Source: an optimization exercise on an open RTL-to-GDS flow (aim: small area). Production flows keep margins and buffers that such runs may drop.
Where RTL was checked, it was by simulation tests only, not by an equivalence proof against the original.
The flow treats the clock pin as an ideal source, which a real chip does not have.
Power and IR drop assume default switching activity.

// UART_APB_Interface
module UART_APB_Interface #(
  parameter N = 8
)(
  input  wire        PCLK, PRESETn, PSEL, PENABLE, PWRITE,
  input  wire [31:0] PADDR, PWDATA,
  output wire [31:0] PRDATA,
  output reg         PREADY,
  input  wire        rx,
  output wire        tx
);
Size: roughly 160 flip-flops, about 6800 um2 of cells after synthesis.
==> flow/config.mk <==
export PLATFORM = sky130hd
export DESIGN_NAME = UART_APB_Interface
export DESIGN_NICKNAME = UART_APB_Interface
export VERILOG_FILES = /design/flow/design.v
export SDC_FILE = /design/flow/constraint.sdc
export NUM_CORES = 4
export LEC_CHECK = 0
export CAP_MARGIN = 20
export CORE_MARGIN = 2
export CORE_UTILIZATION = 65
export SLEW_MARGIN = 20
==> flow/constraint.sdc <==
create_clock -name core_clock -period 10.0 [get_ports {PCLK}]
set_input_delay 2.0000 -clock core_clock [delete_from_list [all_inputs] [get_ports {PCLK}]]
set_output_delay 2.0000 -clock core_clock [all_outputs]
set_load 0.01 [all_outputs]
standard.sh (not shown) runs the stock make flow with config.mk's settings and CLKGATE_MAP_FILE= SYNTH_SCRIPT=/design/flow/synth_recipe.tcl, a recipe that flattens the netlist after the stock synthesis.
==> flow/flow/run.sh <==
#!/bin/bash
# Standard ORFS layout (the standard.sh) with two changes:
#  - port buffers use the smallest buffer cell (buf_1) instead of the resizer's default pick
#  - CTS builds the tree from small clock buffers and inserts no dummy loads
set -euo pipefail
bash standard.sh \
  "BUFFER_PORTS_ARGS=-buffer_cell sky130_fd_sc_hd__buf_1" \
  "CTS_ARGS=-sink_clustering_enable -repair_clock_nets -buf_list {sky130_fd_sc_hd__clkbuf_4 sky130_fd_sc_hd__clkbuf_8} -dont_use_dummy_load" \
  finish > make_finish.log 2>&1
Next try:
--- a/flow/flow/run.sh
+++ b/flow/flow/run.sh
@@ -8 +8 @@
-  "CTS_ARGS=-sink_clustering_enable -repair_clock_nets -buf_list {sky130_fd_sc_hd__clkbuf_4 sky130_fd_sc_hd__clkbuf_8} -dont_use_dummy_load" \
+  "CTS_ARGS=-sink_clustering_enable -repair_clock_nets -buf_list sky130_fd_sc_hd__clkbuf_4 -sink_clustering_size 10 -dont_use_dummy_load" \
The new run finished with timing, DRC and antenna clean; non-clock buffer count is unchanged; design area falls by 1.4%; register-to-register slack hardly moves; utilization falls by 1.0 points; setup slack loses 68 ps.
No functional check of the RTL was part of any run of this note.

* * *

UART_APB_Interface, a different RTL version from the one above (not shown whole).
Size: roughly 520 cells after synthesis, about 160 flip-flops, about 100 I/O pins, roughly 0.0067 sq mm of cells after synthesis.
## UART_APB_Interface
module UART_APB_Interface #(
  parameter N = 8
)(
  input  wire        PCLK, PRESETn, PSEL, PENABLE, PWRITE,
  input  wire [31:0] PADDR, PWDATA,
  output wire [31:0] PRDATA,
  output reg         PREADY,
  input  wire        rx,
  output wire        tx
);
Settings: LEC_CHECK=0, CAP_MARGIN=0, CORE_MARGIN=2, CORE_UTILIZATION=80, SLEW_MARGIN=0; clock period 10.0 ns.
==> flow/flow/run.sh <==
#!/bin/bash
# Standard ORFS layout (the standard.sh) with these changes:
#  - port buffers use the smallest buffer cell (buf_1) instead of the resizer's default pick
#  - CTS builds the tree from clkbuf_4 and inserts no dummy loads
#  - after CTS, leaf clock buffers whose flip-flops see a slow clock edge are upsized
#    (clkbuf_4 -> clkbuf_8), then the placement is legalised again
set -euo pipefail
VARS=("BUFFER_PORTS_ARGS=-buffer_cell sky130_fd_sc_hd__buf_1"
      "CTS_ARGS=-sink_clustering_enable -repair_clock_nets -buf_list sky130_fd_sc_hd__clkbuf_4 -dont_use_dummy_load")
bash standard.sh "${VARS[@]}" cts > make_cts.log 2>&1
RES=orfs/results/${FLOW_PLATFORM}/UART_APB_Interface/base
RES=$RES PLATFORM_DIR=$FLOW_HOME/platforms/${FLOW_PLATFORM} \
  openroad -no_init -exit flow/fix_cts.tcl > fix_cts.log 2>&1
bash standard.sh "${VARS[@]}" finish > make_finish.log 2>&1
==> flow/flow/fix_cts.tcl <==
# Upsize the clock buffers that drive flip-flop clock pins with a slow edge.
set res $::env(RES)
foreach lib [glob $::env(PLATFORM_DIR)/lib/sky130_fd_sc_hd__tt_025C_1v80.lib] { read_liberty $lib }
read_db $res/4_cts.odb
read_sdc $res/4_cts.sdc
source $::env(PLATFORM_DIR)/setRC.tcl
set limit 0.110
for {set iter 0} {$iter < 4} {incr iter} {
  estimate_parasitics -placement
  set drivers {}
  foreach pin [get_pins -hierarchical */CLK] {
    if {[get_property $pin slew_max] > $limit} {
      set net [get_nets -of_objects $pin]
      foreach dp [get_pins -of_objects $net -filter "direction == output"] {
        set inst [get_cells -of_objects $dp]
        set name [get_full_name $inst]
        if {[lsearch $drivers $name] < 0} { lappend drivers $name }
      }
    }
  }
  if {[llength $drivers] == 0} { break }
  set changed 0
  foreach name $drivers {
    set inst [get_cells $name]
    set m [get_property $inst ref_name]
    set to ""
    if {$m == "sky130_fd_sc_hd__clkbuf_4"} { set to sky130_fd_sc_hd__clkbuf_8 }
    if {$m == "sky130_fd_sc_hd__clkbuf_8"} { set to sky130_fd_sc_hd__clkbuf_16 }
    if {$to != ""} { replace_cell $inst $to; incr changed; puts "upsized $name $m -> $to" }
  }
  if {$changed == 0} { break }
}
estimate_parasitics -placement
set worst 0
foreach pin [get_pins -hierarchical */CLK] {
  set s [get_property $pin slew_max]
  if {$s > $worst} { set worst $s }
}
puts "worst flip-flop clock slew (placement estimate): $worst"
set_placement_padding -global -left 0 -right 0
detailed_placement
check_placement
write_db $res/4_cts.odb
The baseline went through all stages and came out clean.
==> next run, changes <==
--- a/flow/flow/run.sh
+++ b/flow/flow/run.sh
@@ -2,4 +2,5 @@
 # Standard ORFS layout (the standard.sh) with these changes:
 #  - port buffers use the smallest buffer cell (buf_1) instead of the resizer's default pick
+#  - timing repair after global routing may downsize non-critical gates (RECOVER_POWER)
 #  - CTS builds the tree from clkbuf_4 and inserts no dummy loads
 #  - after CTS, leaf clock buffers whose flip-flops see a slow clock edge are upsized
@@ -7,4 +8,5 @@
 set -euo pipefail
 VARS=("BUFFER_PORTS_ARGS=-buffer_cell sky130_fd_sc_hd__buf_1"
+      "RECOVER_POWER=100"
       "CTS_ARGS=-sink_clustering_enable -repair_clock_nets -buf_list sky130_fd_sc_hd__clkbuf_4 -dont_use_dummy_load")
 bash standard.sh "${VARS[@]}" cts > make_cts.log 2>&1
Now the flow completed and failed the layout checks on max-capacitance violations, max-slew violations.
Worst hold slack stays flat.
Utilization falls by 0.71 points.
Cell area falls by 0.79%.
Fmax falls by 21%.
Power hardly moves.
Area after synthesis does not change.
Non-clock buffer count stays the same.
Count of clock-buffer cells in the layout stays the same.
Setup slack got worse by 1.2 ns.

==> afterwards: timing with drivers on the ports <==
The flow's constraints put no driver on any port. The routed layouts listed below were extracted and timed again, unchanged, in two steps. Step 1 assumes that a clkbuf_16 drives the clock port and a buf_2 every other input. Step 2 also shifts input and output timing later by t, the mid clock arrival at the registers, as if the neighbouring blocks saw the same clock. Slacks: ideal ports / drivers / drivers and shift; pairs: ideal ports / drivers.
run | shift t [ns] | setup slack, ns | hold slack, ns | worst setup path at the end | slew at the worst register clock pin (ns)
the first run of note 1 | 0.469 | 5.918 / 5.882 / 5.644 | 0.460 / 0.460 / 0.460 | input to register | 0.08 / 0.08
the second run of note 1 | 0.543 | 5.849 / 5.815 / 5.672 | 0.475 / 0.475 / 0.475 | input to register | 0.12 / 0.12
the first run of note 2 | 0.571 | 5.492 / 5.458 / 5.729 | 0.481 / 0.481 / 0.481 | input to register | 0.11 / 0.11
the second run of note 2 | 0.570 | 4.293 / 4.302 / 3.733 | 0.482 / 0.482 / 0.482 | input to register | 0.11 / 0.11
For the second run of note 2, which loses most, drivers alone change the setup slack by +0.009 ns; drivers and shift together by -0.560 ns.
